Context: an optimization exercise on an open-source flow, tuned for small area and a short achievable clock period. The choices shown serve that exercise and are no tape-out recipe.
Where RTL was checked, it was by simulation tests only, not by an equivalence proof against the original.
No functional check of the RTL was part of runs 3 and 4.

--- flow/constraint.sdc ---
create_clock -name core_clock -period 8.0 [get_ports {clk}]
set_input_delay 1.6000 -clock core_clock [delete_from_list [all_inputs] [get_ports {clk}]]
set_output_delay 1.6000 -clock core_clock [all_outputs]
set_load 0.01 [all_outputs]
--- flow/design.v ---
module montgomery_reduce (
    input   [23:0]  p1,
    output  [12:0]  qh,
    input   [12:0]  qh2,
    input   [12:0]  pl2,
    output  [12:0]  rp
);
wire q_1;
wire q_2;
wire q_3;
wire q_4;
wire q_5;
wire q_6;
wire q_7;
wire q_8;
wire q_9;
wire q_10;
wire q_11;
wire q_12;
wire q_13;
wire q_14;
wire q_15;
wire q_16;
wire q_17;
wire q_18;
wire q_19;
wire q_20;
wire q_21;
wire q_22;
wire q_23;
wire q_24;
wire q_25;
wire q_26;
wire q_27;
wire q_28;
wire q_29;
wire q_30;
wire q_31;
wire q_32;
wire q_33;
wire q_34;
wire q_35;
wire q_36;
wire q_37;
wire q_38;
wire q_39;
wire q_40;
wire q_41;
wire q_42;
wire q_43;
wire q_44;
wire q_45;
wire q_46;
wire q_47;
wire q_48;
wire q_49;
wire q_50;
wire q_51;
wire q_52;
wire q_53;
wire q_54;
wire q_55;
wire q_56;
wire q_57;
wire q_58;
wire q_59;
wire q_60;
wire q_61;
wire q_62;
wire q_63;
wire q_64;
wire q_65;
wire q_66;
wire q_67;
wire q_68;
wire q_69;
wire q_70;
wire q_71;
wire q_72;
wire q_73;
wire q_74;
wire q_75;
wire q_76;
wire q_77;
wire q_78;
wire q_79;
wire q_80;
wire q_81;
wire q_82;
wire r_1;
wire r_2;
wire r_3;
wire r_4;
wire r_5;
wire r_6;
wire r_7;
wire r_8;
wire r_9;
wire r_10;
wire r_11;
wire r_12;
wire r_13;
wire r_14;
wire r_15;
wire r_16;
wire r_17;
wire r_18;
wire r_19;
wire r_20;
wire r_21;
wire r_22;
wire r_23;
wire r_24;
wire r_25;
wire r_26;
wire r_27;
wire r_28;
wire r_29;
wire r_30;
wire r_31;
wire r_32;
wire r_33;
wire r_34;
wire r_35;
wire r_36;
wire r_37;
wire r_38;
wire r_39;
wire r_40;
wire r_41;
wire r_42;
wire r_43;
wire r_44;
wire r_45;
wire r_46;
assign q_1 = p1[10] ^ p1[12];
assign q_2 = p1[10] & p1[12];
assign q_3 = p1[11] ^ p1[13];
assign q_4 = p1[11] & p1[13];
assign q_5 = p1[12] ^ p1[14];
assign q_6 = p1[12] & p1[14];
assign q_7 = p1[13] ^ p1[15];
assign q_8 = p1[13] & p1[15];
assign q_9 = p1[14] ^ p1[16];
assign q_10 = p1[14] & p1[16];
assign q_11 = p1[15] ^ p1[17];
assign q_12 = p1[15] & p1[17];
assign q_13 = p1[16] ^ p1[18];
assign q_14 = p1[16] & p1[18];
assign q_15 = p1[17] ^ p1[19];
assign q_16 = p1[17] & p1[19];
assign q_17 = p1[11] ^ ~p1[15];
assign q_18 = p1[11] & ~p1[15];
assign q_19 = ~p1[16] ^ ~p1[18] ^ 1'b1;
assign q_20 = (~p1[16] & ~p1[18]) | (1'b1 & (~p1[16] ^ ~p1[18]));
assign q_21 = ~p1[17] ^ ~p1[19] ^ q_2;
assign q_22 = (~p1[17] & ~p1[19]) | (q_2 & (~p1[17] ^ ~p1[19]));
assign q_23 = ~p1[18] ^ ~p1[20] ^ q_4;
assign q_24 = (~p1[18] & ~p1[20]) | (q_4 & (~p1[18] ^ ~p1[20]));
assign q_25 = ~p1[19] ^ ~p1[21] ^ q_6;
assign q_26 = (~p1[19] & ~p1[21]) | (q_6 & (~p1[19] ^ ~p1[21]));
assign q_27 = ~p1[20] ^ ~p1[22] ^ q_8;
assign q_28 = (~p1[20] & ~p1[22]) | (q_8 & (~p1[20] ^ ~p1[22]));
assign q_29 = ~p1[21] ^ ~p1[23] ^ q_10;
assign q_30 = (~p1[21] & ~p1[23]) | (q_10 & (~p1[21] ^ ~p1[23]));
assign q_31 = ~p1[22] ^ 1'b1 ^ q_12;
assign q_32 = (~p1[22] & 1'b1) | (q_12 & (~p1[22] ^ 1'b1));
assign q_33 = ~p1[23] ^ 1'b1 ^ q_14;
assign q_34 = (~p1[23] & 1'b1) | (q_14 & (~p1[23] ^ 1'b1));
assign q_35 = p1[18] ^ p1[20];
assign q_36 = p1[18] & p1[20];
assign q_37 = p1[19] ^ p1[21];
assign q_38 = p1[19] & p1[21];
assign q_39 = p1[20] ^ p1[22];
assign q_40 = p1[20] & p1[22];
assign q_41 = p1[21] ^ p1[23];
assign q_42 = p1[21] & p1[23];
assign q_43 = ~p1[10] ^ ~p1[12];
assign q_44 = ~p1[10] & ~p1[12];
assign q_45 = ~p1[11] ^ ~p1[13];
assign q_46 = ~p1[11] & ~p1[13];
assign q_47 = ~p1[12] ^ ~p1[14];
assign q_48 = ~p1[12] & ~p1[14];
assign q_49 = ~p1[13] ^ ~p1[15];
assign q_50 = ~p1[13] & ~p1[15];
assign q_51 = p1[10] ^ ~p1[14] ^ ~p1[16];
assign q_52 = (p1[10] & ~p1[14]) | (~p1[16] & (p1[10] ^ ~p1[14]));
assign q_53 = ~p1[17] ^ 1'b1 ^ q_17;
assign q_54 = (~p1[17] & 1'b1) | (q_17 & (~p1[17] ^ 1'b1));
assign q_55 = q_1 ^ q_18 ^ q_19;
assign q_56 = (q_1 & q_18) | (q_19 & (q_1 ^ q_18));
assign q_57 = q_3 ^ q_20 ^ q_21;
assign q_58 = (q_3 & q_20) | (q_21 & (q_3 ^ q_20));
assign q_59 = q_5 ^ q_22 ^ q_23;
assign q_60 = (q_5 & q_22) | (q_23 & (q_5 ^ q_22));
assign q_61 = q_7 ^ q_24 ^ q_25;
assign q_62 = (q_7 & q_24) | (q_25 & (q_7 ^ q_24));
assign q_63 = q_9 ^ q_26 ^ q_27;
assign q_64 = (q_9 & q_26) | (q_27 & (q_9 ^ q_26));
assign q_65 = q_11 ^ q_28 ^ q_29;
assign q_66 = (q_11 & q_28) | (q_29 & (q_11 ^ q_28));
assign q_67 = q_13 ^ q_30 ^ q_31;
assign q_68 = (q_13 & q_30) | (q_31 & (q_13 ^ q_30));
assign q_69 = q_15 ^ q_32 ^ q_33;
assign q_70 = (q_15 & q_32) | (q_33 & (q_15 ^ q_32));
assign q_71 = q_16 ^ q_34 ^ q_35;
assign q_72 = (q_16 & q_34) | (q_35 & (q_16 ^ q_34));
assign q_73 = 1'b1 ^ q_36 ^ q_37;
assign q_74 = (1'b1 & q_36) | (q_37 & (1'b1 ^ q_36));
assign q_75 = 1'b1 ^ q_38 ^ q_39;
assign q_76 = (1'b1 & q_38) | (q_39 & (1'b1 ^ q_38));
assign q_77 = 1'b1 ^ q_40 ^ q_41;
assign q_78 = (1'b1 & q_40) | (q_41 & (1'b1 ^ q_40));
assign q_79 = p1[22] ^ 1'b1 ^ q_42;
assign q_80 = (p1[22] & 1'b1) | (q_42 & (p1[22] ^ 1'b1));
assign q_81 = p1[23] ^ 1'b1;
assign q_82 = p1[23] & 1'b1;
wire [23:0] qsum = {1'b1, 1'b1, q_80, q_78, q_76, q_74, q_72, q_70, q_68, q_66, q_64, q_62, q_60, q_58, q_56, q_54, q_52, q_50, q_48, q_46, q_44, 1'b1, ~p1[11], ~p1[10]} + {1'b0, q_82, q_81, q_79, q_77, q_75, q_73, q_71, q_69, q_67, q_65, q_63, q_61, q_59, q_57, q_55, q_53, q_51, q_49, q_47, q_45, q_43, 1'b0, 1'b1};
assign qh = qsum[22:10];
assign r_1 = pl2[10] ^ ~qh2[10];
assign r_2 = pl2[10] & ~qh2[10];
assign r_3 = pl2[11] ^ ~qh2[11] ^ ~qh2[3];
assign r_4 = (pl2[11] & ~qh2[11]) | (~qh2[3] & (pl2[11] ^ ~qh2[11]));
assign r_5 = ~qh2[1] ^ ~qh2[0];
assign r_6 = ~qh2[1] & ~qh2[0];
assign r_7 = pl2[12] ^ ~qh2[12] ^ ~qh2[4];
assign r_8 = (pl2[12] & ~qh2[12]) | (~qh2[4] & (pl2[12] ^ ~qh2[12]));
assign r_9 = ~qh2[2] ^ ~qh2[1];
assign r_10 = ~qh2[2] & ~qh2[1];
assign r_11 = pl2[8] ^ ~qh2[8];
assign r_12 = pl2[8] & ~qh2[8];
assign r_13 = pl2[9] ^ ~qh2[9];
assign r_14 = pl2[9] & ~qh2[9];
assign r_15 = ~qh2[2] ^ ~qh2[0] ^ 1'b1;
assign r_16 = (~qh2[2] & ~qh2[0]) | (1'b1 & (~qh2[2] ^ ~qh2[0]));
assign r_17 = 1'b1 ^ r_2 ^ r_3;
assign r_18 = (1'b1 & r_2) | (r_3 & (1'b1 ^ r_2));
assign r_19 = r_4 ^ r_6 ^ r_7;
assign r_20 = (r_4 & r_6) | (r_7 & (r_4 ^ r_6));
assign r_21 = pl2[0] ^ ~qh2[0];
assign r_22 = pl2[0] & ~qh2[0];
assign r_23 = pl2[1] ^ ~qh2[1];
assign r_24 = pl2[1] & ~qh2[1];
assign r_25 = pl2[2] ^ ~qh2[2];
assign r_26 = pl2[2] & ~qh2[2];
assign r_27 = pl2[3] ^ ~qh2[3];
assign r_28 = pl2[3] & ~qh2[3];
assign r_29 = pl2[4] ^ ~qh2[4];
assign r_30 = pl2[4] & ~qh2[4];
assign r_31 = pl2[5] ^ ~qh2[5];
assign r_32 = pl2[5] & ~qh2[5];
assign r_33 = pl2[6] ^ ~qh2[6];
assign r_34 = pl2[6] & ~qh2[6];
assign r_35 = pl2[7] ^ ~qh2[7];
assign r_36 = pl2[7] & ~qh2[7];
assign r_37 = ~qh2[0] ^ 1'b1 ^ r_11;
assign r_38 = (~qh2[0] & 1'b1) | (r_11 & (~qh2[0] ^ 1'b1));
assign r_39 = ~qh2[1] ^ r_12 ^ r_13;
assign r_40 = (~qh2[1] & r_12) | (r_13 & (~qh2[1] ^ r_12));
assign r_41 = r_1 ^ r_14 ^ r_15;
assign r_42 = (r_1 & r_14) | (r_15 & (r_1 ^ r_14));
assign r_43 = r_5 ^ r_16 ^ r_17;
assign r_44 = (r_5 & r_16) | (r_17 & (r_5 ^ r_16));
assign r_45 = r_9 ^ r_18 ^ r_19;
assign r_46 = (r_9 & r_18) | (r_19 & (r_9 ^ r_18));
assign rp = {r_44, r_42, r_40, r_38, r_36, r_34, r_32, r_30, r_28, r_26, r_24, r_22, 1'b1} + {r_45, r_43, r_41, r_39, r_37, r_35, r_33, r_31, r_29, r_27, r_25, r_23, r_21};
endmodule
module montgomery_multiply (
    input   [11:0]  a0,
    input   [11:0]  b0,
    output  [23:0]  p
);
wire m_1;
wire m_2;
wire m_3;
wire m_4;
wire m_5;
wire m_6;
wire m_7;
wire m_8;
wire m_9;
wire m_10;
wire m_11;
wire m_12;
wire m_13;
wire m_14;
wire m_15;
wire m_16;
wire m_17;
wire m_18;
wire m_19;
wire m_20;
wire m_21;
wire m_22;
wire m_23;
wire m_24;
wire m_25;
wire m_26;
wire m_27;
wire m_28;
wire m_29;
wire m_30;
wire m_31;
wire m_32;
wire m_33;
wire m_34;
wire m_35;
wire m_36;
wire m_37;
wire m_38;
wire m_39;
wire m_40;
wire m_41;
wire m_42;
wire m_43;
wire m_44;
wire m_45;
wire m_46;
wire m_47;
wire m_48;
wire m_49;
wire m_50;
wire m_51;
wire m_52;
wire m_53;
wire m_54;
wire m_55;
wire m_56;
wire m_57;
wire m_58;
wire m_59;
wire m_60;
wire m_61;
wire m_62;
wire m_63;
wire m_64;
wire m_65;
wire m_66;
wire m_67;
wire m_68;
wire m_69;
wire m_70;
wire m_71;
wire m_72;
wire m_73;
wire m_74;
wire m_75;
wire m_76;
wire m_77;
wire m_78;
wire m_79;
wire m_80;
wire m_81;
wire m_82;
wire m_83;
wire m_84;
wire m_85;
wire m_86;
wire m_87;
wire m_88;
wire m_89;
wire m_90;
wire m_91;
wire m_92;
wire m_93;
wire m_94;
wire m_95;
wire m_96;
wire m_97;
wire m_98;
wire m_99;
wire m_100;
wire m_101;
wire m_102;
wire m_103;
wire m_104;
wire m_105;
wire m_106;
wire m_107;
wire m_108;
wire m_109;
wire m_110;
wire m_111;
wire m_112;
wire m_113;
wire m_114;
wire m_115;
wire m_116;
wire m_117;
wire m_118;
wire m_119;
wire m_120;
wire m_121;
wire m_122;
wire m_123;
wire m_124;
wire m_125;
wire m_126;
wire m_127;
wire m_128;
wire m_129;
wire m_130;
wire m_131;
wire m_132;
wire m_133;
wire m_134;
wire m_135;
wire m_136;
wire m_137;
wire m_138;
wire m_139;
wire m_140;
wire m_141;
wire m_142;
wire m_143;
wire m_144;
wire m_145;
wire m_146;
wire m_147;
wire m_148;
wire m_149;
wire m_150;
wire m_151;
wire m_152;
wire m_153;
wire m_154;
wire m_155;
wire m_156;
wire m_157;
wire m_158;
wire m_159;
wire m_160;
wire m_161;
wire m_162;
wire m_163;
wire m_164;
wire m_165;
wire m_166;
wire m_167;
wire m_168;
wire m_169;
wire m_170;
wire m_171;
wire m_172;
wire m_173;
wire m_174;
wire m_175;
wire m_176;
wire m_177;
wire m_178;
wire m_179;
wire m_180;
wire m_181;
wire m_182;
wire m_183;
wire m_184;
wire m_185;
wire m_186;
wire m_187;
wire m_188;
wire m_189;
wire m_190;
wire m_191;
wire m_192;
wire m_193;
wire m_194;
wire m_195;
wire m_196;
wire m_197;
wire m_198;
wire m_199;
wire m_200;
wire m_201;
wire m_202;
wire m_203;
wire m_204;
wire m_205;
wire m_206;
wire m_207;
wire m_208;
wire m_209;
wire m_210;
wire m_211;
wire m_212;
wire m_213;
wire m_214;
wire m_215;
wire m_216;
wire m_217;
wire m_218;
wire m_219;
wire m_220;
wire m_221;
wire m_222;
wire m_223;
wire m_224;
wire m_225;
wire m_226;
wire m_227;
wire m_228;
wire m_229;
wire m_230;
wire m_231;
wire m_232;
wire m_233;
wire m_234;
wire m_235;
wire m_236;
wire m_237;
wire m_238;
wire m_239;
wire m_240;
wire m_241;
wire m_242;
wire m_243;
wire m_244;
wire m_245;
wire m_246;
wire m_247;
wire m_248;
wire m_249;
wire m_250;
wire m_251;
wire m_252;
wire m_253;
wire m_254;
wire m_255;
wire m_256;
wire m_257;
wire m_258;
wire m_259;
wire m_260;
wire m_261;
wire m_262;
wire m_263;
wire m_264;
wire m_265;
wire m_266;
wire m_267;
wire m_268;
wire m_269;
wire m_270;
wire m_271;
wire m_272;
wire m_273;
wire m_274;
wire m_275;
wire m_276;
wire m_277;
wire m_278;
wire m_279;
wire m_280;
wire m_281;
wire m_282;
wire m_283;
wire m_284;
wire m_285;
wire m_286;
wire m_287;
wire m_288;
wire m_289;
wire m_290;
wire m_291;
wire m_292;
wire m_293;
wire m_294;
wire m_295;
wire m_296;
wire m_297;
wire m_298;
wire m_299;
wire m_300;
wire m_301;
wire m_302;
wire m_303;
wire m_304;
wire m_305;
wire m_306;
wire m_307;
wire m_308;
wire m_309;
wire m_310;
wire m_311;
wire m_312;
wire m_313;
wire m_314;
wire m_315;
wire m_316;
wire m_317;
wire m_318;
wire m_319;
wire m_320;
wire m_321;
wire m_322;
wire m_323;
wire m_324;
wire m_325;
wire m_326;
wire m_327;
wire m_328;
wire m_329;
wire m_330;
wire m_331;
wire m_332;
wire m_333;
wire m_334;
wire m_335;
wire m_336;
wire m_337;
wire m_338;
wire m_339;
wire m_340;
wire m_341;
wire m_342;
wire m_343;
wire m_344;
wire m_345;
wire m_346;
wire m_347;
wire m_348;
wire m_349;
wire m_350;
wire m_351;
wire m_352;
wire m_353;
wire m_354;
wire m_355;
wire m_356;
wire m_357;
wire m_358;
wire m_359;
wire m_360;
wire m_361;
wire m_362;
wire m_363;
wire m_364;
assign m_1 = a0[0] & b0[0];
assign m_2 = a0[0] & b0[1];
assign m_3 = a0[0] & b0[2];
assign m_4 = a0[0] & b0[3];
assign m_5 = a0[0] & b0[4];
assign m_6 = a0[0] & b0[5];
assign m_7 = a0[0] & b0[6];
assign m_8 = a0[0] & b0[7];
assign m_9 = a0[0] & b0[8];
assign m_10 = a0[0] & b0[9];
assign m_11 = a0[0] & b0[10];
assign m_12 = a0[0] & b0[11];
assign m_13 = a0[1] & b0[0];
assign m_14 = a0[1] & b0[1];
assign m_15 = a0[1] & b0[2];
assign m_16 = a0[1] & b0[3];
assign m_17 = a0[1] & b0[4];
assign m_18 = a0[1] & b0[5];
assign m_19 = a0[1] & b0[6];
assign m_20 = a0[1] & b0[7];
assign m_21 = a0[1] & b0[8];
assign m_22 = a0[1] & b0[9];
assign m_23 = a0[1] & b0[10];
assign m_24 = a0[1] & b0[11];
assign m_25 = a0[2] & b0[0];
assign m_26 = a0[2] & b0[1];
assign m_27 = a0[2] & b0[2];
assign m_28 = a0[2] & b0[3];
assign m_29 = a0[2] & b0[4];
assign m_30 = a0[2] & b0[5];
assign m_31 = a0[2] & b0[6];
assign m_32 = a0[2] & b0[7];
assign m_33 = a0[2] & b0[8];
assign m_34 = a0[2] & b0[9];
assign m_35 = a0[2] & b0[10];
assign m_36 = a0[2] & b0[11];
assign m_37 = a0[3] & b0[0];
assign m_38 = a0[3] & b0[1];
assign m_39 = a0[3] & b0[2];
assign m_40 = a0[3] & b0[3];
assign m_41 = a0[3] & b0[4];
assign m_42 = a0[3] & b0[5];
assign m_43 = a0[3] & b0[6];
assign m_44 = a0[3] & b0[7];
assign m_45 = a0[3] & b0[8];
assign m_46 = a0[3] & b0[9];
assign m_47 = a0[3] & b0[10];
assign m_48 = a0[3] & b0[11];
assign m_49 = a0[4] & b0[0];
assign m_50 = a0[4] & b0[1];
assign m_51 = a0[4] & b0[2];
assign m_52 = a0[4] & b0[3];
assign m_53 = a0[4] & b0[4];
assign m_54 = a0[4] & b0[5];
assign m_55 = a0[4] & b0[6];
assign m_56 = a0[4] & b0[7];
assign m_57 = a0[4] & b0[8];
assign m_58 = a0[4] & b0[9];
assign m_59 = a0[4] & b0[10];
assign m_60 = a0[4] & b0[11];
assign m_61 = a0[5] & b0[0];
assign m_62 = a0[5] & b0[1];
assign m_63 = a0[5] & b0[2];
assign m_64 = a0[5] & b0[3];
assign m_65 = a0[5] & b0[4];
assign m_66 = a0[5] & b0[5];
assign m_67 = a0[5] & b0[6];
assign m_68 = a0[5] & b0[7];
assign m_69 = a0[5] & b0[8];
assign m_70 = a0[5] & b0[9];
assign m_71 = a0[5] & b0[10];
assign m_72 = a0[5] & b0[11];
assign m_73 = a0[6] & b0[0];
assign m_74 = a0[6] & b0[1];
assign m_75 = a0[6] & b0[2];
assign m_76 = a0[6] & b0[3];
assign m_77 = a0[6] & b0[4];
assign m_78 = a0[6] & b0[5];
assign m_79 = a0[6] & b0[6];
assign m_80 = a0[6] & b0[7];
assign m_81 = a0[6] & b0[8];
assign m_82 = a0[6] & b0[9];
assign m_83 = a0[6] & b0[10];
assign m_84 = a0[6] & b0[11];
assign m_85 = a0[7] & b0[0];
assign m_86 = a0[7] & b0[1];
assign m_87 = a0[7] & b0[2];
assign m_88 = a0[7] & b0[3];
assign m_89 = a0[7] & b0[4];
assign m_90 = a0[7] & b0[5];
assign m_91 = a0[7] & b0[6];
assign m_92 = a0[7] & b0[7];
assign m_93 = a0[7] & b0[8];
assign m_94 = a0[7] & b0[9];
assign m_95 = a0[7] & b0[10];
assign m_96 = a0[7] & b0[11];
assign m_97 = a0[8] & b0[0];
assign m_98 = a0[8] & b0[1];
assign m_99 = a0[8] & b0[2];
assign m_100 = a0[8] & b0[3];
assign m_101 = a0[8] & b0[4];
assign m_102 = a0[8] & b0[5];
assign m_103 = a0[8] & b0[6];
assign m_104 = a0[8] & b0[7];
assign m_105 = a0[8] & b0[8];
assign m_106 = a0[8] & b0[9];
assign m_107 = a0[8] & b0[10];
assign m_108 = a0[8] & b0[11];
assign m_109 = a0[9] & b0[0];
assign m_110 = a0[9] & b0[1];
assign m_111 = a0[9] & b0[2];
assign m_112 = a0[9] & b0[3];
assign m_113 = a0[9] & b0[4];
assign m_114 = a0[9] & b0[5];
assign m_115 = a0[9] & b0[6];
assign m_116 = a0[9] & b0[7];
assign m_117 = a0[9] & b0[8];
assign m_118 = a0[9] & b0[9];
assign m_119 = a0[9] & b0[10];
assign m_120 = a0[9] & b0[11];
assign m_121 = a0[10] & b0[0];
assign m_122 = a0[10] & b0[1];
assign m_123 = a0[10] & b0[2];
assign m_124 = a0[10] & b0[3];
assign m_125 = a0[10] & b0[4];
assign m_126 = a0[10] & b0[5];
assign m_127 = a0[10] & b0[6];
assign m_128 = a0[10] & b0[7];
assign m_129 = a0[10] & b0[8];
assign m_130 = a0[10] & b0[9];
assign m_131 = a0[10] & b0[10];
assign m_132 = a0[10] & b0[11];
assign m_133 = a0[11] & b0[0];
assign m_134 = a0[11] & b0[1];
assign m_135 = a0[11] & b0[2];
assign m_136 = a0[11] & b0[3];
assign m_137 = a0[11] & b0[4];
assign m_138 = a0[11] & b0[5];
assign m_139 = a0[11] & b0[6];
assign m_140 = a0[11] & b0[7];
assign m_141 = a0[11] & b0[8];
assign m_142 = a0[11] & b0[9];
assign m_143 = a0[11] & b0[10];
assign m_144 = a0[11] & b0[11];
assign m_145 = m_10 ^ m_21;
assign m_146 = m_10 & m_21;
assign m_147 = m_11 ^ m_22 ^ m_33;
assign m_148 = (m_11 & m_22) | (m_33 & (m_11 ^ m_22));
assign m_149 = m_44 ^ m_55;
assign m_150 = m_44 & m_55;
assign m_151 = m_12 ^ m_23 ^ m_34;
assign m_152 = (m_12 & m_23) | (m_34 & (m_12 ^ m_23));
assign m_153 = m_45 ^ m_56 ^ m_67;
assign m_154 = (m_45 & m_56) | (m_67 & (m_45 ^ m_56));
assign m_155 = m_78 ^ m_89;
assign m_156 = m_78 & m_89;
assign m_157 = m_24 ^ m_35 ^ m_46;
assign m_158 = (m_24 & m_35) | (m_46 & (m_24 ^ m_35));
assign m_159 = m_57 ^ m_68 ^ m_79;
assign m_160 = (m_57 & m_68) | (m_79 & (m_57 ^ m_68));
assign m_161 = m_90 ^ m_101;
assign m_162 = m_90 & m_101;
assign m_163 = m_36 ^ m_47 ^ m_58;
assign m_164 = (m_36 & m_47) | (m_58 & (m_36 ^ m_47));
assign m_165 = m_69 ^ m_80 ^ m_91;
assign m_166 = (m_69 & m_80) | (m_91 & (m_69 ^ m_80));
assign m_167 = m_48 ^ m_59 ^ m_70;
assign m_168 = (m_48 & m_59) | (m_70 & (m_48 ^ m_59));
assign m_169 = m_7 ^ m_18;
assign m_170 = m_7 & m_18;
assign m_171 = m_8 ^ m_19 ^ m_30;
assign m_172 = (m_8 & m_19) | (m_30 & (m_8 ^ m_19));
assign m_173 = m_41 ^ m_52;
assign m_174 = m_41 & m_52;
assign m_175 = m_9 ^ m_20 ^ m_31;
assign m_176 = (m_9 & m_20) | (m_31 & (m_9 ^ m_20));
assign m_177 = m_42 ^ m_53 ^ m_64;
assign m_178 = (m_42 & m_53) | (m_64 & (m_42 ^ m_53));
assign m_179 = m_75 ^ m_86;
assign m_180 = m_75 & m_86;
assign m_181 = m_32 ^ m_43 ^ m_54;
assign m_182 = (m_32 & m_43) | (m_54 & (m_32 ^ m_43));
assign m_183 = m_65 ^ m_76 ^ m_87;
assign m_184 = (m_65 & m_76) | (m_87 & (m_65 ^ m_76));
assign m_185 = m_98 ^ m_109 ^ m_145;
assign m_186 = (m_98 & m_109) | (m_145 & (m_98 ^ m_109));
assign m_187 = m_66 ^ m_77 ^ m_88;
assign m_188 = (m_66 & m_77) | (m_88 & (m_66 ^ m_77));
assign m_189 = m_99 ^ m_110 ^ m_121;
assign m_190 = (m_99 & m_110) | (m_121 & (m_99 ^ m_110));
assign m_191 = m_146 ^ m_147 ^ m_149;
assign m_192 = (m_146 & m_147) | (m_149 & (m_146 ^ m_147));
assign m_193 = m_100 ^ m_111 ^ m_122;
assign m_194 = (m_100 & m_111) | (m_122 & (m_100 ^ m_111));
assign m_195 = m_133 ^ m_148 ^ m_150;
assign m_196 = (m_133 & m_148) | (m_150 & (m_133 ^ m_148));
assign m_197 = m_151 ^ m_153 ^ m_155;
assign m_198 = (m_151 & m_153) | (m_155 & (m_151 ^ m_153));
assign m_199 = m_112 ^ m_123 ^ m_134;
assign m_200 = (m_112 & m_123) | (m_134 & (m_112 ^ m_123));
assign m_201 = m_152 ^ m_154 ^ m_156;
assign m_202 = (m_152 & m_154) | (m_156 & (m_152 ^ m_154));
assign m_203 = m_157 ^ m_159 ^ m_161;
assign m_204 = (m_157 & m_159) | (m_161 & (m_157 ^ m_159));
assign m_205 = m_102 ^ m_113 ^ m_124;
assign m_206 = (m_102 & m_113) | (m_124 & (m_102 ^ m_113));
assign m_207 = m_135 ^ m_158 ^ m_160;
assign m_208 = (m_135 & m_158) | (m_160 & (m_135 ^ m_158));
assign m_209 = m_162 ^ m_163 ^ m_165;
assign m_210 = (m_162 & m_163) | (m_165 & (m_162 ^ m_163));
assign m_211 = m_81 ^ m_92 ^ m_103;
assign m_212 = (m_81 & m_92) | (m_103 & (m_81 ^ m_92));
assign m_213 = m_114 ^ m_125 ^ m_136;
assign m_214 = (m_114 & m_125) | (m_136 & (m_114 ^ m_125));
assign m_215 = m_164 ^ m_166 ^ m_167;
assign m_216 = (m_164 & m_166) | (m_167 & (m_164 ^ m_166));
assign m_217 = m_60 ^ m_71 ^ m_82;
assign m_218 = (m_60 & m_71) | (m_82 & (m_60 ^ m_71));
assign m_219 = m_93 ^ m_104 ^ m_115;
assign m_220 = (m_93 & m_104) | (m_115 & (m_93 ^ m_104));
assign m_221 = m_126 ^ m_137 ^ m_168;
assign m_222 = (m_126 & m_137) | (m_168 & (m_126 ^ m_137));
assign m_223 = m_72 ^ m_83 ^ m_94;
assign m_224 = (m_72 & m_83) | (m_94 & (m_72 ^ m_83));
assign m_225 = m_105 ^ m_116 ^ m_127;
assign m_226 = (m_105 & m_116) | (m_127 & (m_105 ^ m_116));
assign m_227 = m_84 ^ m_95 ^ m_106;
assign m_228 = (m_84 & m_95) | (m_106 & (m_84 ^ m_95));
assign m_229 = m_5 ^ m_16;
assign m_230 = m_5 & m_16;
assign m_231 = m_6 ^ m_17 ^ m_28;
assign m_232 = (m_6 & m_17) | (m_28 & (m_6 ^ m_17));
assign m_233 = m_39 ^ m_50;
assign m_234 = m_39 & m_50;
assign m_235 = m_29 ^ m_40 ^ m_51;
assign m_236 = (m_29 & m_40) | (m_51 & (m_29 ^ m_40));
assign m_237 = m_62 ^ m_73 ^ m_169;
assign m_238 = (m_62 & m_73) | (m_169 & (m_62 ^ m_73));
assign m_239 = m_63 ^ m_74 ^ m_85;
assign m_240 = (m_63 & m_74) | (m_85 & (m_63 ^ m_74));
assign m_241 = m_170 ^ m_171 ^ m_173;
assign m_242 = (m_170 & m_171) | (m_173 & (m_170 ^ m_171));
assign m_243 = m_97 ^ m_172 ^ m_174;
assign m_244 = (m_97 & m_172) | (m_174 & (m_97 ^ m_172));
assign m_245 = m_175 ^ m_177 ^ m_179;
assign m_246 = (m_175 & m_177) | (m_179 & (m_175 ^ m_177));
assign m_247 = m_176 ^ m_178 ^ m_180;
assign m_248 = (m_176 & m_178) | (m_180 & (m_176 ^ m_178));
assign m_249 = m_181 ^ m_183 ^ m_185;
assign m_250 = (m_181 & m_183) | (m_185 & (m_181 ^ m_183));
assign m_251 = m_182 ^ m_184 ^ m_186;
assign m_252 = (m_182 & m_184) | (m_186 & (m_182 ^ m_184));
assign m_253 = m_187 ^ m_189 ^ m_191;
assign m_254 = (m_187 & m_189) | (m_191 & (m_187 ^ m_189));
assign m_255 = m_188 ^ m_190 ^ m_192;
assign m_256 = (m_188 & m_190) | (m_192 & (m_188 ^ m_190));
assign m_257 = m_193 ^ m_195 ^ m_197;
assign m_258 = (m_193 & m_195) | (m_197 & (m_193 ^ m_195));
assign m_259 = m_194 ^ m_196 ^ m_198;
assign m_260 = (m_194 & m_196) | (m_198 & (m_194 ^ m_196));
assign m_261 = m_199 ^ m_201 ^ m_203;
assign m_262 = (m_199 & m_201) | (m_203 & (m_199 ^ m_201));
assign m_263 = m_200 ^ m_202 ^ m_204;
assign m_264 = (m_200 & m_202) | (m_204 & (m_200 ^ m_202));
assign m_265 = m_205 ^ m_207 ^ m_209;
assign m_266 = (m_205 & m_207) | (m_209 & (m_205 ^ m_207));
assign m_267 = m_206 ^ m_208 ^ m_210;
assign m_268 = (m_206 & m_208) | (m_210 & (m_206 ^ m_208));
assign m_269 = m_211 ^ m_213 ^ m_215;
assign m_270 = (m_211 & m_213) | (m_215 & (m_211 ^ m_213));
assign m_271 = m_212 ^ m_214 ^ m_216;
assign m_272 = (m_212 & m_214) | (m_216 & (m_212 ^ m_214));
assign m_273 = m_217 ^ m_219 ^ m_221;
assign m_274 = (m_217 & m_219) | (m_221 & (m_217 ^ m_219));
assign m_275 = m_138 ^ m_218 ^ m_220;
assign m_276 = (m_138 & m_218) | (m_220 & (m_138 ^ m_218));
assign m_277 = m_222 ^ m_223 ^ m_225;
assign m_278 = (m_222 & m_223) | (m_225 & (m_222 ^ m_223));
assign m_279 = m_117 ^ m_128 ^ m_139;
assign m_280 = (m_117 & m_128) | (m_139 & (m_117 ^ m_128));
assign m_281 = m_224 ^ m_226 ^ m_227;
assign m_282 = (m_224 & m_226) | (m_227 & (m_224 ^ m_226));
assign m_283 = m_96 ^ m_107 ^ m_118;
assign m_284 = (m_96 & m_107) | (m_118 & (m_96 ^ m_107));
assign m_285 = m_129 ^ m_140 ^ m_228;
assign m_286 = (m_129 & m_140) | (m_228 & (m_129 ^ m_140));
assign m_287 = m_108 ^ m_119 ^ m_130;
assign m_288 = (m_108 & m_119) | (m_130 & (m_108 ^ m_119));
assign m_289 = m_4 ^ m_15;
assign m_290 = m_4 & m_15;
assign m_291 = m_27 ^ m_38 ^ m_49;
assign m_292 = (m_27 & m_38) | (m_49 & (m_27 ^ m_38));
assign m_293 = m_61 ^ m_230 ^ m_231;
assign m_294 = (m_61 & m_230) | (m_231 & (m_61 ^ m_230));
assign m_295 = m_232 ^ m_234 ^ m_235;
assign m_296 = (m_232 & m_234) | (m_235 & (m_232 ^ m_234));
assign m_297 = m_236 ^ m_238 ^ m_239;
assign m_298 = (m_236 & m_238) | (m_239 & (m_236 ^ m_238));
assign m_299 = m_240 ^ m_242 ^ m_243;
assign m_300 = (m_240 & m_242) | (m_243 & (m_240 ^ m_242));
assign m_301 = m_244 ^ m_246 ^ m_247;
assign m_302 = (m_244 & m_246) | (m_247 & (m_244 ^ m_246));
assign m_303 = m_248 ^ m_250 ^ m_251;
assign m_304 = (m_248 & m_250) | (m_251 & (m_248 ^ m_250));
assign m_305 = m_252 ^ m_254 ^ m_255;
assign m_306 = (m_252 & m_254) | (m_255 & (m_252 ^ m_254));
assign m_307 = m_256 ^ m_258 ^ m_259;
assign m_308 = (m_256 & m_258) | (m_259 & (m_256 ^ m_258));
assign m_309 = m_260 ^ m_262 ^ m_263;
assign m_310 = (m_260 & m_262) | (m_263 & (m_260 ^ m_262));
assign m_311 = m_264 ^ m_266 ^ m_267;
assign m_312 = (m_264 & m_266) | (m_267 & (m_264 ^ m_266));
assign m_313 = m_268 ^ m_270 ^ m_271;
assign m_314 = (m_268 & m_270) | (m_271 & (m_268 ^ m_270));
assign m_315 = m_272 ^ m_274 ^ m_275;
assign m_316 = (m_272 & m_274) | (m_275 & (m_272 ^ m_274));
assign m_317 = m_276 ^ m_278 ^ m_279;
assign m_318 = (m_276 & m_278) | (m_279 & (m_276 ^ m_278));
assign m_319 = m_280 ^ m_282 ^ m_283;
assign m_320 = (m_280 & m_282) | (m_283 & (m_280 ^ m_282));
assign m_321 = m_141 ^ m_284 ^ m_286;
assign m_322 = (m_141 & m_284) | (m_286 & (m_141 ^ m_284));
assign m_323 = m_120 ^ m_131 ^ m_142;
assign m_324 = (m_120 & m_131) | (m_142 & (m_120 ^ m_131));
assign m_325 = m_3 ^ m_14;
assign m_326 = m_3 & m_14;
assign m_327 = m_26 ^ m_37 ^ m_289;
assign m_328 = (m_26 & m_37) | (m_289 & (m_26 ^ m_37));
assign m_329 = m_229 ^ m_290 ^ m_291;
assign m_330 = (m_229 & m_290) | (m_291 & (m_229 ^ m_290));
assign m_331 = m_233 ^ m_292 ^ m_293;
assign m_332 = (m_233 & m_292) | (m_293 & (m_233 ^ m_292));
assign m_333 = m_237 ^ m_294 ^ m_295;
assign m_334 = (m_237 & m_294) | (m_295 & (m_237 ^ m_294));
assign m_335 = m_241 ^ m_296 ^ m_297;
assign m_336 = (m_241 & m_296) | (m_297 & (m_241 ^ m_296));
assign m_337 = m_245 ^ m_298 ^ m_299;
assign m_338 = (m_245 & m_298) | (m_299 & (m_245 ^ m_298));
assign m_339 = m_249 ^ m_300 ^ m_301;
assign m_340 = (m_249 & m_300) | (m_301 & (m_249 ^ m_300));
assign m_341 = m_253 ^ m_302 ^ m_303;
assign m_342 = (m_253 & m_302) | (m_303 & (m_253 ^ m_302));
assign m_343 = m_257 ^ m_304 ^ m_305;
assign m_344 = (m_257 & m_304) | (m_305 & (m_257 ^ m_304));
assign m_345 = m_261 ^ m_306 ^ m_307;
assign m_346 = (m_261 & m_306) | (m_307 & (m_261 ^ m_306));
assign m_347 = m_265 ^ m_308 ^ m_309;
assign m_348 = (m_265 & m_308) | (m_309 & (m_265 ^ m_308));
assign m_349 = m_269 ^ m_310 ^ m_311;
assign m_350 = (m_269 & m_310) | (m_311 & (m_269 ^ m_310));
assign m_351 = m_273 ^ m_312 ^ m_313;
assign m_352 = (m_273 & m_312) | (m_313 & (m_273 ^ m_312));
assign m_353 = m_277 ^ m_314 ^ m_315;
assign m_354 = (m_277 & m_314) | (m_315 & (m_277 ^ m_314));
assign m_355 = m_281 ^ m_316 ^ m_317;
assign m_356 = (m_281 & m_316) | (m_317 & (m_281 ^ m_316));
assign m_357 = m_285 ^ m_318 ^ m_319;
assign m_358 = (m_285 & m_318) | (m_319 & (m_285 ^ m_318));
assign m_359 = m_287 ^ m_320 ^ m_321;
assign m_360 = (m_287 & m_320) | (m_321 & (m_287 ^ m_320));
assign m_361 = m_288 ^ m_322 ^ m_323;
assign m_362 = (m_288 & m_322) | (m_323 & (m_288 ^ m_322));
assign m_363 = m_132 ^ m_143 ^ m_324;
assign m_364 = (m_132 & m_143) | (m_324 & (m_132 ^ m_143));
assign p = {1'b0, m_144, m_362, m_360, m_358, m_356, m_354, m_352, m_350, m_348, m_346, m_344, m_342, m_340, m_338, m_336, m_334, m_332, m_330, m_328, m_326, m_25, m_2, m_1} + {1'b0, m_364, m_363, m_361, m_359, m_357, m_355, m_353, m_351, m_349, m_347, m_345, m_343, m_341, m_339, m_337, m_335, m_333, m_331, m_329, m_327, m_325, m_13, 1'b0};
endmodule
module montgomery_top (
    input           clk     ,
    input           rst_n   ,
    input           en      ,
    input   [11:0]  a       ,
    input   [11:0]  b       ,
    output          busy    ,
    output          done    ,
    output  [11:0]  r
);
reg [3:0] vld;
always @(posedge clk) begin
    if (!rst_n) vld <= 4'd0;
    else        vld <= {vld[2:0], en};
end
assign done = vld[3];
assign busy = en | done;
reg [11:0] a0, b0;
always @(posedge clk) begin
    a0 <= a;
    b0 <= b;
end
wire [23:0] p;
montgomery_multiply u_mul (.a0(a0), .b0(b0), .p(p));
reg [23:0] p1;
always @(posedge clk) p1 <= p;
wire [12:0] qh;
wire [12:0] rp;
reg  [12:0] qh2, pl2, rp3;
montgomery_reduce u_red (.p1(p1), .qh(qh), .qh2(qh2), .pl2(pl2), .rp(rp));
always @(posedge clk) begin
    qh2 <= qh;
    pl2 <= p1[12:0];
    rp3 <= rp;
end
assign r = rp3[12] ? rp3[11:0] + 12'd3329 : rp3[11:0];
endmodule
--- flow/config.mk ---
export PLATFORM = sky130hd
export DESIGN_NAME = montgomery_top
export DESIGN_NICKNAME = montgomery_top
export VERILOG_FILES = /design/flow/design.v
export SDC_FILE = /design/flow/constraint.sdc
export NUM_CORES = 4
export LEC_CHECK = 0
export ABC_CLOCK_PERIOD_IN_PS = 3500
export CAP_MARGIN = 20
export CORE_MARGIN = 2
export CORE_UTILIZATION = 40
export SETUP_SLACK_MARGIN = 4.4
export SLEW_MARGIN = 20
--- flow/run.sh ---
#!/bin/bash
# synth_recipe.tcl (not shown) runs the flow's synth.tcl, then flattens the netlist and writes it again
# the make line also repeats each setting of config.mk as NAME=value (left out here)
make -C /OpenROAD-flow-scripts/flow DESIGN_CONFIG=/design/flow/config.mk WORK_HOME=/design/flow/orfs CLKGATE_MAP_FILE= SYNTH_SCRIPT=/design/flow/synth_recipe.tcl finish
==> flow_summary.yaml, run 1 <==
run_status:
  outcome: "no timing/DRC/antenna violations"
sta:
  hold_violations: 0
  finalCritPeriodShare_pct: 56.0
  setup_tns_ns: 0
  slew_violations: 0
  setup_ws_ns: 3.52
  fmax_mhz: 223
  rsz0062_at_grt: "true"
  slew_headroom_pct: 64.6
  setup_viol: 0
  skew_ns: 0.0161
  holdWs_ns: 0.327
  max_slew.worst_pin.slew_ns: 0.530
  finalCriticalPeriod_ns: 4.48
yosys:
  ys_ff_latch: 91
  seq_area_frac_synth_pct: 20.5
  syn_nets: 1205
  synth_top_cell_area_share_pct: 27.0
  yosysTopAreaCell: "fa_1"
  syn_area_um2: 8910
  synth_cell_type_count: 53
  synth_ff_type: "dfxtp_1"
  synth_area_per_cell_um2: 9.36
  async_flop_share_pct: 0
  synthCells: 951
  ys_top_cells_by_area: "fa_1 (27%), dfxtp_1 (20%), ha_1 (15%)"
  ys.warnings.count: 1
  synth_edf_count: 0
place:
  place_inst: 1245
  dp_slack_ns: 3.20
  dp_hpwl_um: 14500
  numPortBuffers: 40
  gp_congestion: 0.802
critical_path:
  path_class: "flop to flop"
  reg2reg_slack_ns: 3.52
  crit_arrival_ns: 4.71
  cpMostUsedCell: "fa_1"
  worstPathRequired_ns: 8.23
  crit_fanout: 4
  cpPeakStageDelay_ns: 0.56
  path_cells: "and2_4, fa_1, inv_1, fa_2, fa_1, inv_1, fa_1, fa_1, ha_4, a211oi_4, o21ai_2, a21oi_2, o221ai_2, o41a_1, xor2_1"
  cp_slowest_cell: "fa_1"
  setup.worst_path.end_class: "flop"
  start_kind: "flop"
clock_tree:
  cts_sinks: 91
  cts_tree: "built"
  htreeDepth: 3
  numCtsBuffers: 9
  clockRootBuffer: "clkbuf_16"
  insertion_delay_ns: 0.35
  clk_pin_slew_ns: 0.07
  clockBufferDepth: 2
cells_and_area:
  nets: 1271
  area_growth_pct: 19.3
  final_common_cell: "inv_1"
  final_cells: 1301
  n_fill_cell: 2083
  diodes: 0
  layout_common_cells: "inv_1 (181), fa_1 (105), ha_1 (94)"
  utilization_pct: 48.7
  drive_above_1_share_pct: 16.6
floorplan:
  start_util_pct: 40.8
  coreArea_um2: 21800
  dieArea_um2: 23500
  die_w_um: 153
  die_h_um: 153
  rows: 54
  boundaryPins: 41
grt:
  grtUsageTotal_pct: 16.2
  grt_pass1_vias: 6353
  grt_pass1_wl_um: 31000
  antenna_found_initial: 0
  grt_overflow_total: 0
  grt_max_degree: 17
detailed_routing:
  routed_via_density: 4.74
  wl_um: 18500
  dr.pass1.iters: 4
  drtAntennaViolNets: 0
  drt_iter0_markers: 233
  num_vias: 6169
  wl_per_cell_um: 14.2
  drc: 0
job:
  cap_violations: 0
worst_hold_path:
  hold_path.class: "flop to flop"
==> synthesized netlist by cell type (2+ instances only) <==
cell type  count
o31ai_2        2
nand3b_1       2
o31ai_1        2
o21a_1         9
o211ai_1       3
nor3_1         6
or2_2          4
a211oi_1       7
a211o_1        2
xor2_1        17
clkbuf_1      26
and2_1        75
dfxtp_1       91
nand4_1        6
o21ai_1        4
ha_1         107
nand3_1        7
a311o_1        2
xnor2_1       36
nand2b_1       5
a2111oi_0      2
nor2b_1       11
a21oi_1       32
fa_1         120
nor2_1        33
nand2_1       94
o31a_1         3
inv_1        184
a21boi_1       2
o21ai_0       23
a21o_1        11
a211oi_2       2
==> registers in the layout, summed over array words and instances (netlist names) <==
| signal | flops |
|---|---|
| a0 | 12 |
| b0 | 12 |
| p1 | 24 |
| pl2 | 13 |
| qh2 | 13 |
| rp3 | 13 |
| vld | 4 |
==> cells by family after synthesis <==
logic type / after synthesis / share of synthesized area [%]
flip-flops: 91 / 20.5
buffers and inverters: 210 / 8.85
XOR/XNOR: 53 / 5.21
multiplexers: 1 / 0.126
adder cells (fa/ha/maj): 227 / 42.0
AO/OA/AOI/OAI: 121 / 9.62
AND/OR/NAND/NOR: 248 / 13.7
==> final cells by class <==
cell class | instances | area (µm²) | area share, %
multi-input combinational | 650 | 6680 | 62.9
sequential | 91 | 1890 | 17.7
timing repair buffer | 81 | 719 | 6.77
inverter | 184 | 691 | 6.50
tap | 280 | 350 | 3.30
clock buffer | 9 | 225 | 2.12
clock inverter | 6 | 72.6 | 0.683
==> per-layer routing <==
metal	track usage (%)	vias up	part of all wire, %
li1	-	3095	-
met3	2.55	21	2.0
met2	27.7	69	49
met1	21.8	2984	47
met4	3.66	0	1.5
met5	0	-	0
==> path summary, 6_finish.rpt <==
check | startpoint | cells after the start | endpoint
setup reg to reg | a0[2] | 15 | p1[21]
hold / removal | p1[2] | 0 | pl2[2]
hold reg to reg | p1[2] | 0 | pl2[2]
setup / recovery | a0[2] | 15 | p1[21]
==> critical path: cells and delay by family, from the launching register on <==
kind | cells | cell delay, ns
AO/OA/AOI/OAI | 5 | 0.99
XOR/XNOR | 1 | 0.14
adder cells (fa/ha/maj) | 6 | 2.60
buffers and inverters | 2 | 0.10
flip-flops | 1 | 0.37
AND/OR/NAND/NOR | 1 | 0.16
==> stage by stage <==
stage	cell area, µm²
floorplan	9140
global placement	9710
detailed placement	9710
CTS	10300
global route	10600
finish	10600
==> what timing repair did <==
action | 4_1_cts | 5_1_grt
gates resized for setup | 54 | 66
endpoints found under the setup margin | 24 | 25
setup buffers | 21 | 20
hold buffers | 0 | 0
pin swaps | 15 | 49
==> run 2: changes to the inputs <==
--- a/flow/config.mk
+++ b/flow/config.mk
@@ -5,9 +5,7 @@
 export SDC_FILE = /design/flow/constraint.sdc
 export NUM_CORES = 4
 export LEC_CHECK = 0
-export ABC_CLOCK_PERIOD_IN_PS = 3500
 export CAP_MARGIN = 20
 export CORE_MARGIN = 2
 export CORE_UTILIZATION = 40
-export SETUP_SLACK_MARGIN = 4.4
 export SLEW_MARGIN = 20
==> run 2 against run 1 <==
Effect of this change: first-iteration DRC count rose by 18%; via count shrank 2.3%; setup slack lost 0.49 ns; critical path depth shrank 1; synthesized area unchanged; still clean; flip-flop and latch count unchanged; synthesized cell count stayed put; register-to-register slack worse by 0.49 ns; non-clock buffer count fell by 41; sequential share of layout area up 0.75 points; worst hold slack gained 0.00099 ns.
==> flow_summary.yaml, run 2 <==
clock_tree:
  cts_sinks: 91
  clk_pin_slew_ns: 0.07
  hold_buffers: 0
  insertion_delay_ns: 0.35
  cts_resized: 0
  numCtsBuffers: 9
  clockBufferDepth: 2
  clockRootBuffer: "clkbuf_16"
  htreeDepth: 3
  postCtsSetupRepairBufs: 0
  cts_tree: "built"
yosys:
  synthTopCellsByCount: "inv_1 (184), fa_1 (120), ha_1 (107)"
  ys.warnings.count: 1
  async_flop_share_pct: 0
  ys_ff_latch: 91
  synth_ff_type: "dfxtp_1"
  synthCells: 951
  synth.most_common_cell: "inv_1"
  seq_area_frac_synth_pct: 20.5
  syn_nets: 1205
  synth_edf_count: 0
  synth_cell_type_count: 53
  syn_area_um2: 8910
  synth_top_cell_area_share_pct: 27.0
  yosysTopAreaCell: "fa_1"
  synth_area_per_cell_um2: 9.36
  ys_top_cells_by_area: "fa_1 (27%), dfxtp_1 (20%), ha_1 (15%)"
cells_and_area:
  drive_above_1_share_pct: 3.47
  area_growth_pct: 10.6
  layout_common_cells: "inv_1 (184), fa_1 (120), ha_1 (107)"
  n_fill_cell: 2157
  utilization_pct: 45.1
  diodes: 0
  largest_reg_flops: 24
  top_register: "p1"
  final_common_cell: "inv_1"
  nets: 1230
sta:
  max_slew.worst_pin.slew_ns: 0.580
  slew_headroom_pct: 61.3
  setup_tns_ns: 0
  skew_ns: 0.00984
  fmax_mhz: 201
  setup_viol: 0
  hold_violations: 0
  finalCriticalPeriod_ns: 4.97
  slew_violations: 0
  finalCritPeriodShare_pct: 62.1
  rsz0062_at_grt: "false"
critical_path:
  worstPathRequired_ns: 8.24
  reg2reg_from: "b0[8]"
  crit_fanout: 12
  path_buf_inv: 1
  cpPeakStageDelay_ns: 0.60
  setup.worst_path.end_class: "flop"
  start_kind: "flop"
  crit_arrival_ns: 5.21
  path_cells: "nand2_1, fa_1, fa_1, fa_1, inv_1, fa_1, fa_1, ha_1, a211oi_1, o21ai_0, a21oi_1, o221ai_2, o41a_1, xor2_1"
  path_class: "flop to flop"
  critPathTopFamily: "adder cells"
  cp_slowest_cell: "dfxtp_1"
  cp-startpoint: "b0[8]"
  cpMostUsedCell: "fa_1"
grt:
  gr-usage-met1_pct: 22.7
  grtUsageTotal_pct: 16.3
  grt_overflow_total: 0
  grt_max_degree: 18
  use_met2_pct: 26.5
  grt_pass1_wl_um: 31200
  busiest_layer: "met2"
  grt_pass1_vias: 6374
  met3_usage_pct: 2.50
  antenna_found_initial: 0
worst_hold_path:
  hold_start: "p1[1]"
  hold_path.class: "flop to flop"
detailed_routing:
  routed_via_density: 4.78
  wl_per_cell_um: 14.1
  wl_um: 17700
  drt_iter0_markers: 276
  dr.pass1.iters: 4
  drtAntennaViolNets: 0
  num_vias: 6030
  drc: 0
place:
  dp_hpwl_um: 14500
  numPortBuffers: 40
  gp_congestion: 0.845
floorplan:
  boundaryPins: 41
  coreArea_um2: 21800
  die_h_um: 153
  rows: 54
  dieArea_um2: 23500
  die_w_um: 153
  start_util_pct: 40.8
job:
  cap_violations: 0
run_status:
  outcome: "no timing/DRC/antenna violations"
## run 2: cell counts after synthesis
No cell type changed its count.
## run 2: worst reg2reg max path, delay by kind of cell (launching register included)
| family | cells | cell delay, ns |
|---|---|---|
| compound gates | 5 | 1.18 |
| xor+xnor | 1 | 0.14 |
| fa+ha+maj | 6 | 2.74 |
| buf+inv | 1 | 0.05 |
| flops | 1 | 0.60 |
| simple gates | 1 | 0.15 |
## run 2: final cells by class
class / instances / area, µm² / area share (%)
clock buffer: 10 / 239 / 2.43
inverter: 184 / 691 / 7.01
timing repair buffer: 40 / 400 / 4.06
clock inverter: 6 / 53.8 / 0.546
sequential: 91 / 1820 / 18.5
multi-input combinational: 650 / 6300 / 63.9
tap: 280 / 350 / 3.56
## run 2: layer usage
| metal | vias up | share of wire [%] |
|---|---|---|
| li1 | 3010 | - |
| met1 | 2903 | 49 |
| met4 | 0 | 1.3 |
| met2 | 100 | 46 |
| met5 | - | 0 |
| met3 | 17 | 3.6 |
## run 2: worst paths after layout
path,to,slack [ns],cells after the start
setup / recovery,p1[21],3.03,14
hold / removal,pl2[1],0.33,0
setup reg to reg,p1[21],3.03,14
hold reg to reg,pl2[1],0.33,0
## run 2: per-stage QoR
stage / worst slack, ns / instance area [µm²] / std cells / hold WS [ns]
2_1_floorplan: 3.35 / 8910 / 951 / 0.310
3_5_place_dp: 3.05 / 9560 / 1245 / 0.312
3_3_place_gp: 3.18 / 9560 / 1245 / 0.312
4_1_cts: 3.04 / 9850 / 1261 / 0.329
5_1_grt: 2.73 / 9850 / 1261 / 0.331
6_report: 3.03 / 9850 / 1261 / 0.328
## run 2: cell families (layout without fill, tap and decap cells)
family | count (synthesis) | after routing | synth area share, %
flops | 91 | 91 | 20.5
fa+ha+maj | 227 | 227 | 42.0
simple gates | 248 | 248 | 13.7
xor+xnor | 53 | 53 | 5.21
compound gates | 121 | 121 | 9.62
mux | 1 | 1 | 0.126
buf+inv | 210 | 240 | 8.85
==> run 3: changes to the inputs <==
==> flow/design.v (replaced) <==
module montgomery_reduce (
    input               clk ,
    input       [23:0]  p   ,
    output reg  [11:0]  r
);
localparam [11:0] Q = 12'd3329;
wire [26:0] prod = p[23:11] * 14'd10079;
reg [12:0] qh;
reg [13:0] pl;
always @(posedge clk) begin
    qh <= prod[26:14];
    pl <= p[13:0];
end
wire [13:0] rr  = pl - qh * Q;
wire [13:0] rs  = rr - {2'b0, Q};
always @(posedge clk)
    r <= rs[13] ? rr[11:0] : rs[11:0];
endmodule
module montgomery_multiply (
    input               clk ,
    input       [11:0]  a   ,
    input       [11:0]  b   ,
    output reg  [23:0]  p
);
always @(posedge clk)
    p <= a * b;
endmodule
module montgomery_top (
    input           clk     ,
    input           rst_n   ,
    input           en      ,
    input   [11:0]  a       ,
    input   [11:0]  b       ,
    output          busy    ,
    output          done    ,
    output  [11:0]  r
);
reg [3:0] vld;
always @(posedge clk) begin
    if (!rst_n) vld <= 4'd0;
    else        vld <= {vld[2:0], en};
end
reg [11:0] a0, b0;
always @(posedge clk) begin
    a0 <= a;
    b0 <= b;
end
wire [23:0] p;
montgomery_multiply u_mul (.clk(clk), .a(a0), .b(b0), .p(p));
montgomery_reduce u_red (.clk(clk), .p(p), .r(r));
assign done = vld[3];
assign busy = en | done;
endmodule
==> run 3 against run 2 <==
Effect of this change: register-to-register slack lost 0.63 ns; largest cell class unchanged; first-iteration DRC count grew 24%; clock skew grew 0.0014 ns; still clean; setup slack lost 0.63 ns.
==> flow_summary.yaml, run 3 <==
clock_tree:
  clockBufferDepth: 2
  htreeDepth: 3
  insertion_delay_ns: 0.36
  cts_sinks: 91
  numCtsBuffers: 9
  cts_resized: 0
  hold_buffers: 0
  clk_pin_slew_ns: 0.08
  postCtsSetupRepairBufs: 0
  cts_tree: "built"
  clockRootBuffer: "clkbuf_16"
yosys:
  synth_top_family_by_area: "adder cells"
  synth_top_cell_area_share_pct: 29.5
  synth_area_per_cell_um2: 9.53
  synthTopCellsByCount: "inv_1 (283), ha_1 (203), fa_1 (177)"
  synth_cell_type_count: 59
  synth.most_common_cell: "inv_1"
  synth_edf_count: 0
  synthCells: 1258
  synth-simple-area-share_pct: 12.2
  yosysTopAreaCell: "fa_1"
  ys_top_cells_by_area: "fa_1 (30%), ha_1 (21%), dfxtp_1 (15%)"
  synthMuxAreaShare_pct: 1.17
  synthXorXnorAreaFrac_pct: 4.46
  syn_nets: 1665
  synth_ff_type: "dfxtp_1"
  ys.warnings.count: 3
  ys_ff_latch: 91
  syn_area_um2: 12000
  seq_area_frac_synth_pct: 15.2
  synth_compound_area_share_pct: 6.27
  synth-adder-area-share_pct: 50.7
  async_flop_share_pct: 0
critical_path:
  reg2reg_slack_ns: 2.40
  crit_arrival_ns: 5.90
  crit_fanout: 12
  reg2reg_to: "u_mul.p[23]"
  worst_r2r_path_depth: 17
  setup.worst_path.end_class: "flop"
  worstPathRequired_ns: 8.30
  reg2reg_from: "a0[2]"
  start_kind: "flop"
  path_class: "flop to flop"
detailed_routing:
  drt_iter0_markers: 343
  routed_via_density: 4.68
  drc: 0
  num_vias: 7828
  wl_um: 22800
  wl_per_cell_um: 13.6
  drtAntennaViolNets: 0
  dr.pass1.iters: 4
grt:
  grt_overflow_total: 0
  grt_pass1_wl_um: 40000
  grt_max_degree: 20
  grt_pass1_vias: 8274
  grtUsageTotal_pct: 16.1
  antenna_found_initial: 0
place:
  gp_congestion: 0.872
  place_inst: 1657
  numPortBuffers: 40
  dp_hpwl_um: 19600
run_status:
  outcome: "no timing/DRC/antenna violations"
floorplan:
  coreArea_um2: 29600
  die_w_um: 177
  dieArea_um2: 31400
  boundaryPins: 41
  start_util_pct: 40.6
  die_h_um: 177
  rows: 63
sta:
  skew_ns: 0.0113
  rsz0062_at_grt: "false"
  finalCriticalPeriod_ns: 5.60
  hold_violations: 0
  setup_tns_ns: 0
  finalCritPeriodShare_pct: 70.0
  fmax_mhz: 179
  setup_viol: 0
  slew_headroom_pct: 43.9
  max_slew.worst_pin.slew_ns: 0.839
  slew_violations: 0
worst_hold_path:
  min_path_cells: 0
  hold_end: "u_red.pl[6]"
  hold_path.class: "flop to flop"
  hold_start: "u_mul.p[6]"
cells_and_area:
  reg_top3: "u_mul.p: 24 flops, u_red.pl: 14 flops, u_red.qh: 13 flops"
  layout_common_cells: "inv_1 (283), ha_1 (203), fa_1 (177)"
  drive_above_1_share_pct: 2.65
  largest_reg_flops: 24
  nets: 1685
  top_register: "u_mul.p"
  final_common_cell: "inv_1"
  final_cells: 1673
  diodes: 0
  area_growth_pct: 8.85
job:
  cap_violations: 0
-- run 3: metrics by stage --
stage / util (%) / area (µm²) / hold slack [ns] / setup slack (ns)
floorplan: - / 12000 / 0.310 / 2.78
global placement: 43.1 / 12700 / 0.313 / 2.53
detailed placement: 43.1 / 12700 / 0.313 / 2.42
CTS: 44.1 / 13000 / 0.327 / 2.40
global route: 44.2 / 13100 / 0.338 / 1.95
finish: 44.2 / 13100 / 0.325 / 2.40
-- run 3: cell type report --
cell class | instances | area, µm²
fill | 2892 | 16500
clock buffer | 9 | 225
inverter | 283 | 1060
clock inverter | 7 | 76.3
timing repair buffer | 40 | 400
tap | 390 | 488
multi-input combinational | 853 | 8980
sequential | 91 | 1820
-- run 3: worst max path at each step --
stage / start / to / cells past startpoint
after floorplan: a0[2] / u_mul.p[23] / 18
after global placement: a0[2] / u_mul.p[23] / 17
after detailed placement: a0[2] / u_mul.p[23] / 17
after CTS: a0[2] / u_mul.p[23] / 17
after global routing: a0[2] / u_mul.p[23] / 17
final: a0[2] / u_mul.p[23] / 17
-- run 3: layer usage --
metal  share of wire [%]  track usage (%)
met1                  48             21.6
met2                  48             27.4
met3                 2.2             2.17
met4                 1.1             3.79
met5                   0                0
-- run 3: logic make-up after synthesis --
group,count (synthesis)
compound gates,107
xor+xnor,59
fa+ha+maj,380
buf+inv,314
flops,91
mux,14
simple gates,293
-- run 3: worst max-delay path, stage by stage, from the launching register on --
cell,delay (ns)
dfxtp_1,0.58
nand2_1,0.14
fa_1,0.53
fa_1,0.54
inv_1,0.06
fa_1,0.51
fa_1,0.54
inv_1,0.05
fa_1,0.52
inv_1,0.04
ha_1,0.35
a21o_1,0.18
a21oi_1,0.17
o22ai_1,0.16
o41ai_1,0.39
a31oi_1,0.23
or4_1,0.43
nand3_1,0.09
==> run 4: changes to the inputs <==
--- a/flow/config.mk
+++ b/flow/config.mk
@@ -5,7 +5,9 @@
 export SDC_FILE = /design/flow/constraint.sdc
 export NUM_CORES = 4
 export LEC_CHECK = 0
+export ABC_CLOCK_PERIOD_IN_PS = 3000
 export CAP_MARGIN = 20
 export CORE_MARGIN = 2
 export CORE_UTILIZATION = 40
+export SETUP_SLACK_MARGIN = 4.6
 export SLEW_MARGIN = 20
==> run 4 against run 3 <==
Effect of this change: still clean; critical path depth grew 1; worst hold slack better by 0.0045 ns; global-route usage is 0.059 points higher; die area unchanged; design area grew 12%; sequential share of layout area is 0.67 points lower; register-to-register slack improved by 0.71 ns; clock-buffer cell count unchanged; highest routed layer unchanged.
==> flow_summary.yaml, run 4 <==
sta:
  fmax_mhz: 205
  setup_viol: 0
  finalCriticalPeriod_ns: 4.89
  setup_tns_ns: 0
  setup_ws_ns: 3.11
  max_slew.worst_pin.slew_ns: 0.527
  slew_violations: 0
  hold_violations: 0
  slew_headroom_pct: 64.0
  holdWs_ns: 0.329
  rsz0062_at_grt: "true"
  finalCritPeriodShare_pct: 61.1
  skew_ns: 0.0121
critical_path:
  setup.worst_path.end_class: "flop"
  cp_slowest_cell: "fa_1"
  path_class: "flop to flop"
  path_cells: "and2_4, fa_1, inv_1, fa_1, inv_2, fa_1, fa_1, inv_1, fa_1, inv_2, ha_4, a21o_1, a21oi_2, o22ai_2, o41ai_2, a31oi_1, or4_1, nand3_1"
  cp-startpoint: "a0[3]"
  critPathTopFamily: "adder cells"
  crit_arrival_ns: 5.18
  reg2reg_from: "a0[3]"
  reg2reg_to: "u_mul.p[23]"
  cpMostUsedCell: "fa_1"
  worstPathRequired_ns: 8.30
  cp.depth: 18
  start_kind: "flop"
  path_buf_inv: 4
  cpPeakStageDelay_ns: 0.53
  worst_r2r_path_depth: 18
  critPathCapture: "u_mul.p[23]"
  reg2reg_slack_ns: 3.11
  crit_fanout: 5
grt:
  grt_max_degree: 20
  grtUsageTotal_pct: 16.1
  grt_pass1_vias: 8580
  grt_pass1_wl_um: 40700
  antenna_found_initial: 0
  grt_overflow_total: 0
yosys:
  ys.warnings.count: 3
  yosysTopAreaCell: "fa_1"
  synth_edf_count: 0
  synth_cell_type_count: 59
  ys_top_cells_by_area: "fa_1 (30%), ha_1 (21%), dfxtp_1 (15%)"
  syn_area_um2: 12000
  synthTopCellsByCount: "inv_1 (283), ha_1 (203), fa_1 (177)"
  seq_area_frac_synth_pct: 15.2
  async_flop_share_pct: 0
  synth_area_per_cell_um2: 9.53
  synth_top_cell_area_share_pct: 29.5
  synth_ff_type: "dfxtp_1"
  synthCells: 1258
  synth.most_common_cell: "inv_1"
  syn_nets: 1665
  ys_ff_latch: 91
cells_and_area:
  nets: 1763
  area_growth_pct: 22.2
  top_register: "u_mul.p"
  utilization_pct: 49.6
  drive_above_1_share_pct: 20.9
  final_common_cell: "inv_1"
  diodes: 0
  reg_top3: "u_mul.p: 24 flops, u_red.pl: 14 flops, u_red.qh: 13 flops"
  layout_common_cells: "inv_1 (265), ha_1 (180), fa_1 (166)"
  largest_reg_flops: 24
detailed_routing:
  met2WireLength_um: 11500
  routed_via_density: 4.70
  wl_met3_um: 620
  wl_met1_um: 11700
  wl_per_cell_um: 13.8
  routed.top_layer: "met4"
  drtAntennaViolNets: 0
  drc: 0
  drt_iter0_markers: 283
  dr.pass1.iters: 4
  wl_um: 24100
  num_vias: 8221
floorplan:
  coreArea_um2: 29600
  rows: 63
  die_h_um: 177
  boundaryPins: 41
  dieArea_um2: 31400
  die_w_um: 177
  start_util_pct: 40.6
worst_hold_path:
  hold_path.class: "flop to flop"
place:
  numPortBuffers: 40
  gp_congestion: 0.845
  dp_hpwl_um: 19400
  dp_slack_ns: 2.67
clock_tree:
  clockRootBuffer: "clkbuf_16"
  cts_tree: "built"
  insertion_delay_ns: 0.36
  clk_pin_slew_ns: 0.08
  cts_sinks: 91
  numCtsBuffers: 9
  clockBufferDepth: 2
  htreeDepth: 3
run_status:
  outcome: "no timing/DRC/antenna violations"
job:
  cap_violations: 0
-- run 4: changes by cell type in the layout (fill, tap and decap cells not counted), sizes merged --
cell and delta:
buf +79, clkdlybuf4s50 -2, clkbuf +1, clkinv +3, inv -3
-- run 4: cell type report --
class / count / area, µm²
Fill cell: 2746 / 14900
Multi-Input combinational cell: 853 / 9740
Sequential cell: 91 / 1950
Timing Repair Buffer: 118 / 1100
Inverter: 283 / 1070
Tap cell: 390 / 488
Clock buffer: 9 / 225
Clock inverter: 7 / 81.3
-- run 4: how the worst min path moves through the flow --
stage                             end  slack (ns)       start  cells after the start
after floorplan           u_red.pl[3]        0.31  u_mul.p[3]                      0
after global placement    u_red.pl[1]        0.31  u_mul.p[1]                      0
after detailed placement  u_red.pl[0]        0.31  u_mul.p[0]                      0
after CTS                 u_red.pl[5]        0.33  u_mul.p[5]                      0
after global routing      u_red.pl[0]        0.33  u_mul.p[0]                      0
final                     u_red.pl[5]        0.33  u_mul.p[5]                      0
-- run 4: cells by family (layout without fill, tap and decap cells) --
family	Yosys count	in the layout	synth area share, %
DFF	91	91	15.2
adders and majority gates	380	380	50.7
AOI/OAI and AO/OA	107	107	6.27
buffers and inverters	314	417	9.99
and+or+nand+nor	293	293	12.2
xor gates and xnor gates	59	59	4.46
muxes	14	14	1.17
-- run 4: per-stage QoR --
stage	instances	area, µm²
final	1751	14700
after detailed placement	1657	13100
after CTS	1732	14300
after global routing	1751	14700
after floorplan	1258	12600
after global placement	1657	13100
-- run 4: what timing repair did --
item                                    4_1_cts  5_1_grt
hold buffers                                  0        0
setup buffers                                58       19
resized for setup                           120       54
endpoints found under the setup margin       45       45
pin swaps                                    71       45
gates cloned                                  1        0
-- run 4: per-layer routing --
layer  track usage, %  vias up
li1                 -     4104
met1             22.1     3982
met2             27.4      107
met3             1.91       28
met4             3.48        0
met5                0        -

[afterwards: timing with drivers on the ports]
Ports are ideal in the flow. The routed layouts listed here were re-timed in OpenROAD. Step 1, drivers: a clkbuf_16 drives clk and a buf_2 each remaining input, both assumed. Step 2 adds t to the input delays and takes it off the output delays; t is the mean of the earliest and latest rising clock arrival at the registers after step 1. Input paths then give back, and output paths get back, about the clock's delay inside the block. Three values: no drivers, after step 1, after step 2; two values: the first two.
| run | t (ns) | setup WS [ns] | hold slack, ns | latest minus earliest clock arrival (ns) |
|---|---|---|---|---|
| run 1 | 0.391 | 3.516 / 3.516 / 3.516 | 0.327 / 0.327 / 0.327 | 0.017 / 0.016 |
| run 2 | 0.392 | 3.030 / 3.030 / 3.030 | 0.328 / 0.328 / 0.328 | 0.010 / 0.011 |
| run 3 | 0.404 | 2.401 / 2.401 / 2.401 | 0.325 / 0.325 / 0.325 | 0.012 / 0.012 |
| run 4 | 0.403 | 3.113 / 3.113 / 3.113 | 0.329 / 0.329 / 0.329 | 0.014 / 0.014 |
After both steps every run listed still meets setup and hold.
